Background: an optimization exercise with open tools, aiming at small area. Do not read the settings as production practice. RTL that was checked went through simulation tests only; none was proved equivalent to the original. Power is estimated from default activity; no workload was simulated. The clock port is modelled as an ideal driver; clocking choices that lean on that would not hold on a real chip.

==> flow/design.v <==
module ddr_memory_rtl #(
    parameter ADDR_WIDTH = 4,
    parameter DATA_WIDTH = 32,
    parameter MEM_SIZE   = 16
) (
    input  logic                  clk,
    input  logic                  reset,
    input  logic                  wr,        
    input  logic                  rd,        
    input  logic [ADDR_WIDTH-1:0] addr,      
    input  logic [DATA_WIDTH-1:0] wdata,     
    output logic [DATA_WIDTH-1:0] rdata,     
    output logic                  response
);
  logic [DATA_WIDTH-1:0] mem[0:MEM_SIZE-1];
  logic [MEM_SIZE-1:0]   valid;
  logic [DATA_WIDTH-1:0] rd_next;
  always_ff @(posedge clk or posedge reset) begin
    if (reset) begin
      valid    <= '0;
      response <= 1'b0;
    end else begin
      if (wr) valid[addr] <= 1'b1;
      response <= wr;
    end
  end
  always_ff @(posedge clk) begin
    if (wr) mem[addr] <= wdata;
  end
  always_comb begin
    rd_next = '0;
    for (int i = 0; i < MEM_SIZE; i++)
      if (rd && valid[i] && addr == i) rd_next = rd_next | mem[i];
  end
  always_ff @(posedge clk) begin
    rdata <= rd_next;
  end
endmodule
make LEC_CHECK=0 CAP_MARGIN=20 CORE_MARGIN=2 CORE_UTILIZATION=60 CTS_BUF_LIST=sky130_fd_sc_hd__clkbuf_16 CTS_CLUSTER_DIAMETER=100 CTS_CLUSTER_SIZE=30 SLEW_MARGIN=20 finish   # period 4.0 ns
run.sh (not shown) runs the stock make flow with config.mk's settings and CLKGATE_MAP_FILE= SYNTH_SCRIPT=/design/flow/synth_recipe.tcl, a recipe that flattens the netlist after the stock synthesis.
Rerun with:
--- a/flow/design.v
+++ b/flow/design.v
@@ -13,25 +13,34 @@
     output logic                  response
 );
   logic [DATA_WIDTH-1:0] mem[0:MEM_SIZE-1];
   logic [MEM_SIZE-1:0]   valid;
+  logic [MEM_SIZE-1:0]   we;
+  logic [MEM_SIZE-1:0]   sel;
   logic [DATA_WIDTH-1:0] rd_next;
+  always_comb begin
+    for (int i = 0; i < MEM_SIZE; i++) begin
+      we[i]  = wr && addr == ADDR_WIDTH'(i);
+      sel[i] = rd && valid[i] && addr == ADDR_WIDTH'(i);
+    end
+  end
   always_ff @(posedge clk or posedge reset) begin
     if (reset) begin
       valid    <= '0;
       response <= 1'b0;
     end else begin
-      if (wr) valid[addr] <= 1'b1;
+      valid    <= valid | we;
       response <= wr;
     end
   end
   always_ff @(posedge clk) begin
-    if (wr) mem[addr] <= wdata;
+    for (int i = 0; i < MEM_SIZE; i++)
+      if (we[i]) mem[i] <= wdata;
   end
   always_comb begin
     rd_next = '0;
     for (int i = 0; i < MEM_SIZE; i++)
-      if (rd && valid[i] && addr == i) rd_next = rd_next | mem[i];
+      rd_next = rd_next | (mem[i] & {DATA_WIDTH{sel[i]}});
   end
   always_ff @(posedge clk) begin
     rdata <= rd_next;
   end
Final cell count fell by 1.3%.
Routed wire length decreases by 2.2%.
Sequential power barely changes.
Global-route usage climbs by 0.55 points.
Setup slack improved by 8.7 ps.
Power decreases by 0.61%.
First-iteration DRC count rose by 26%.
Fmax goes up by 0.31%.
Final area shrinks by 2.8%.

Starts from the design.v that is shown in full above.
export LEC_CHECK = 0
export CAP_MARGIN = 20
export CORE_MARGIN = 2
export CORE_UTILIZATION = 40
export SLEW_MARGIN = 20
create_clock -name core_clock -period 4.0 [get_ports {clk}]
Change:
==> flow/design.v (replaced) <==
module ddr_memory_rtl #(
    parameter ADDR_WIDTH = 4,
    parameter DATA_WIDTH = 32,
    parameter MEM_SIZE   = 16
) (
    input  logic                  clk,
    input  logic                  reset,
    input  logic                  wr,        
    input  logic                  rd,        
    input  logic [ADDR_WIDTH-1:0] addr,      
    input  logic [DATA_WIDTH-1:0] wdata,     
    output logic [DATA_WIDTH-1:0] rdata,     
    output logic                  response
);
  logic [DATA_WIDTH-1:0] mem[0:MEM_SIZE-1];
  logic [DATA_WIDTH-1:0] data_out;
  logic out_enable;
  assign rdata = out_enable ? data_out : '0;
  always_ff @(posedge clk or posedge reset) begin
    if (reset) begin
      for (int i = 0; i < MEM_SIZE; i++) mem[i] <= '0;
      response <= 0;
    end else if (wr) begin
      mem[addr] <= wdata;
      response  <= 1;
    end else begin
      response <= 0;
    end
  end
  always_ff @(posedge clk) begin
    if (rd) begin
      data_out   <= mem[addr];
      out_enable <= 1;
    end else begin
      out_enable <= 0;
    end
  end
endmodule
After rerunning: The new run finished with timing, DRC and antenna clean; combinational power rises to 4.5 times its value; non-clock buffer count rises by 44; sequential cell count falls by 15; cell area rises by 17%; final cell count rises by 47%; worst setup slack got worse by 0.57 ns; critical path depth falls by 5; clock skew falls by 0.0097 ns.

06-08:
Another version of the RTL of ddr_memory_rtl (not shown whole).
For scale: about 880 cells after synthesis, about 560 flip-flops, ~73 I/O pins.
==> module ddr_memory_rtl, before the edit <==
module ddr_memory_rtl #(
    parameter ADDR_WIDTH = 4,
    parameter DATA_WIDTH = 32,
    parameter MEM_SIZE   = 16
) (
    input  logic                  clk,
    input  logic                  reset,
    input  logic                  wr,        
    input  logic                  rd,        
    input  logic [ADDR_WIDTH-1:0] addr,      
    input  logic [DATA_WIDTH-1:0] wdata,     
    output logic [DATA_WIDTH-1:0] rdata,     
    output logic                  response
);
  logic [DATA_WIDTH-1:0] mem[0:MEM_SIZE-1];
  logic [MEM_SIZE-1:0]   valid;
  logic [MEM_SIZE-1:0]   we;
  logic [MEM_SIZE-1:0]   sel;
  logic [DATA_WIDTH-1:0] rd_next;
  logic [3:0] lo, whi, rhi;
  always_comb begin
    for (int j = 0; j < 4; j++) begin
      lo[j]  = addr[1:0] == 2'(j);
      whi[j] = wr && addr[3:2] == 2'(j);
      rhi[j] = rd && addr[3:2] == 2'(j);
    end
    for (int i = 0; i < MEM_SIZE; i++) begin
      we[i]  = whi[i/4] && lo[i%4];
      sel[i] = rhi[i/4] && lo[i%4] && valid[i];
    end
  end
  always_ff @(posedge clk or posedge reset) begin
    if (reset) begin
      valid    <= '0;
      response <= 1'b0;
    end else begin
      valid    <= valid | we;
      response <= wr;
    end
  end
  always_ff @(posedge clk) begin
    for (int i = 0; i < MEM_SIZE; i++)
      if (we[i]) mem[i] <= wdata;
  end
  always_comb begin
    rd_next = '0;
    for (int k = 0; k < 5; k++)
      rd_next = rd_next | ((mem[3*k] & {DATA_WIDTH{sel[3*k]}}) | (mem[3*k+1] & {DATA_WIDTH{sel[3*k+1]}}) | (mem[3*k+2] & {DATA_WIDTH{sel[3*k+2]}}));
    rd_next = rd_next | (mem[15] & {DATA_WIDTH{sel[15]}});
  end
  always_ff @(posedge clk) begin
    rdata <= rd_next;
  end
endmodule
Settings: LEC_CHECK=0, CAP_MARGIN=0, CORE_MARGIN=2, CORE_UTILIZATION=75, CTS_BUF_LIST=sky130_fd_sc_hd__clkbuf_16, CTS_CLUSTER_DIAMETER=100, CTS_CLUSTER_SIZE=30, SLEW_MARGIN=0; clock period 4.0 ns.
standard.sh (not shown) runs the stock make flow with config.mk's settings and CLKGATE_MAP_FILE= SYNTH_SCRIPT=/design/flow/synth_recipe.tcl, a recipe that flattens the netlist after the stock synthesis.
==> flow/flow/run.sh <==
#!/bin/bash
# The standard layout (standard.sh), with three changes to how it is built:
#  - synthesis is synth_recipe.tcl unchanged, except that its technology mapping
#    call (abc) runs flow/abc_area.script, an area-oriented mapping, in place of
#    ORFS's speed script;
#  - the port buffers use the smallest buffer cell;
#  - the clock tree is built from large clusters of clkbuf_16, without dummy loads.
# Each tool's output goes to the logs under orfs/logs and to flow_standard.log.
set -euo pipefail
W=$PWD
cat > "$W/flow_synth.tcl" <<EOF
proc abc {args} {
  set i [lsearch -exact \$args -script]
  if {\$i >= 0} { lset args [expr {\$i + 1}] {$W/flow/abc_area.script} }
  yosys abc {*}\$args
}
source {$W/synth_recipe.tcl}
EOF
sed "s#SYNTH_SCRIPT=[^ ]*#SYNTH_SCRIPT=$W/flow_synth.tcl#" standard.sh > flow_standard.sh
grep -q "SYNTH_SCRIPT=$W/flow_synth.tcl" flow_standard.sh
export BUFFER_PORTS_ARGS="-buffer_cell sky130_fd_sc_hd__buf_1"
export CTS_ARGS="-sink_clustering_enable -repair_clock_nets -buf_list sky130_fd_sc_hd__clkbuf_16 -sink_clustering_size 33 -sink_clustering_max_diameter 100 -dont_use_dummy_load"
bash flow_standard.sh > flow_standard.log 2>&1
==> flow/flow/abc_area.script <==
strash
&get -n
&st
&dch
&nf -R 1000 -C 32
&put
Both conditions hold for 06-08: the flow ran to the end and the final layout passed the timing, design-rule and antenna checks.
#### Input delta (06-21 over 06-08)
--- a/flow/design.v
+++ b/flow/design.v
@@ -14,22 +14,16 @@
 );
   logic [DATA_WIDTH-1:0] mem[0:MEM_SIZE-1];
   logic [MEM_SIZE-1:0]   valid;
   logic [MEM_SIZE-1:0]   we;
   logic [MEM_SIZE-1:0]   sel;
   logic [DATA_WIDTH-1:0] rd_next;
-  logic [3:0] lo, whi, rhi;
   always_comb begin
-    for (int j = 0; j < 4; j++) begin
-      lo[j]  = addr[1:0] == 2'(j);
-      whi[j] = wr && addr[3:2] == 2'(j);
-      rhi[j] = rd && addr[3:2] == 2'(j);
-    end
     for (int i = 0; i < MEM_SIZE; i++) begin
-      we[i]  = whi[i/4] && lo[i%4];
-      sel[i] = rhi[i/4] && lo[i%4] && valid[i];
+      we[i]  = wr && addr == ADDR_WIDTH'(i);
+      sel[i] = rd && valid[i] && addr == ADDR_WIDTH'(i);
     end
   end
   always_ff @(posedge clk or posedge reset) begin
     if (reset) begin
       valid    <= '0;
       response <= 1'b0;
- The y dimension of the die was comparable across 06-21 and 06-08.
- Power: 06-21 vs 06-08, no meaningful difference
- The overall die area on 06-21 is in line with that on 06-08.
- On simple-gate share of the synthesized area, 06-21 and 06-08 are neck and neck.
- Diff 06-21..06-08 | worst reg-to-reg path cell count | unchanged
- [compare] base=06-08 new=06-21: multi-input combinational area share fell 0.17 points, post-synthesis instance area held, maximum frequency higher, final hold slack went down by 10 ps, sequential power share ~0 delta.
- Buffer share of cell area: 06-21 < 06-08
- Any difference in internal power summed over all cells between 06-21 and 06-08 is small enough to ignore.
- Higher routed length on met2 among 06-21 and 06-08: 06-08
Function not checked in 06-08: the RTL went through the layout flow alone.

## what the ideal ports hide
How much do the figures lean on ideal ports? The routed layouts below were timed once more, with nothing changed but the port constraints.
Step 1 (the two cells are an assumption about what drives the block):
set clk [get_ports {clk}]
set_driving_cell -lib_cell sky130_fd_sc_hd__clkbuf_16 $clk
set_driving_cell -lib_cell sky130_fd_sc_hd__buf_2 [delete_from_list [all_inputs] $clk]
Step 2, shift: input delay + t, output delay - t, t = (earliest + latest rising clock arrival at the registers) / 2. This alone moves slack from input paths to output paths.
a / b / c = ideal / step 1 / step 2; a / b = the first two.
run	t, ns	setup slack, ns	hold WS [ns]
the first run of note 1	0.609	1.155 / 1.182 / 0.574	0.488 / 0.488 / 0.488
the second run of note 1	0.611	1.163 / 1.195 / 0.584	0.469 / 0.469 / 0.469
the first run of note 2	0.641	1.210 / 1.242 / 0.601	0.466 / 0.466 / 0.466
the second run of note 2	0.667	0.641 / 0.583 / 0.246	0.480 / 0.480 / 0.480
06-08	0.587	1.151 / 1.176 / 0.589	0.218 / 0.188 / 0.444
06-21	0.581	1.407 / 1.427 / 0.846	0.207 / 0.177 / 0.456
After both steps setup and hold are still met in every run listed. The setup slack of the first run of note 2, which loses most, moves by +0.032 ns with the drivers and by -0.609 ns with both steps.
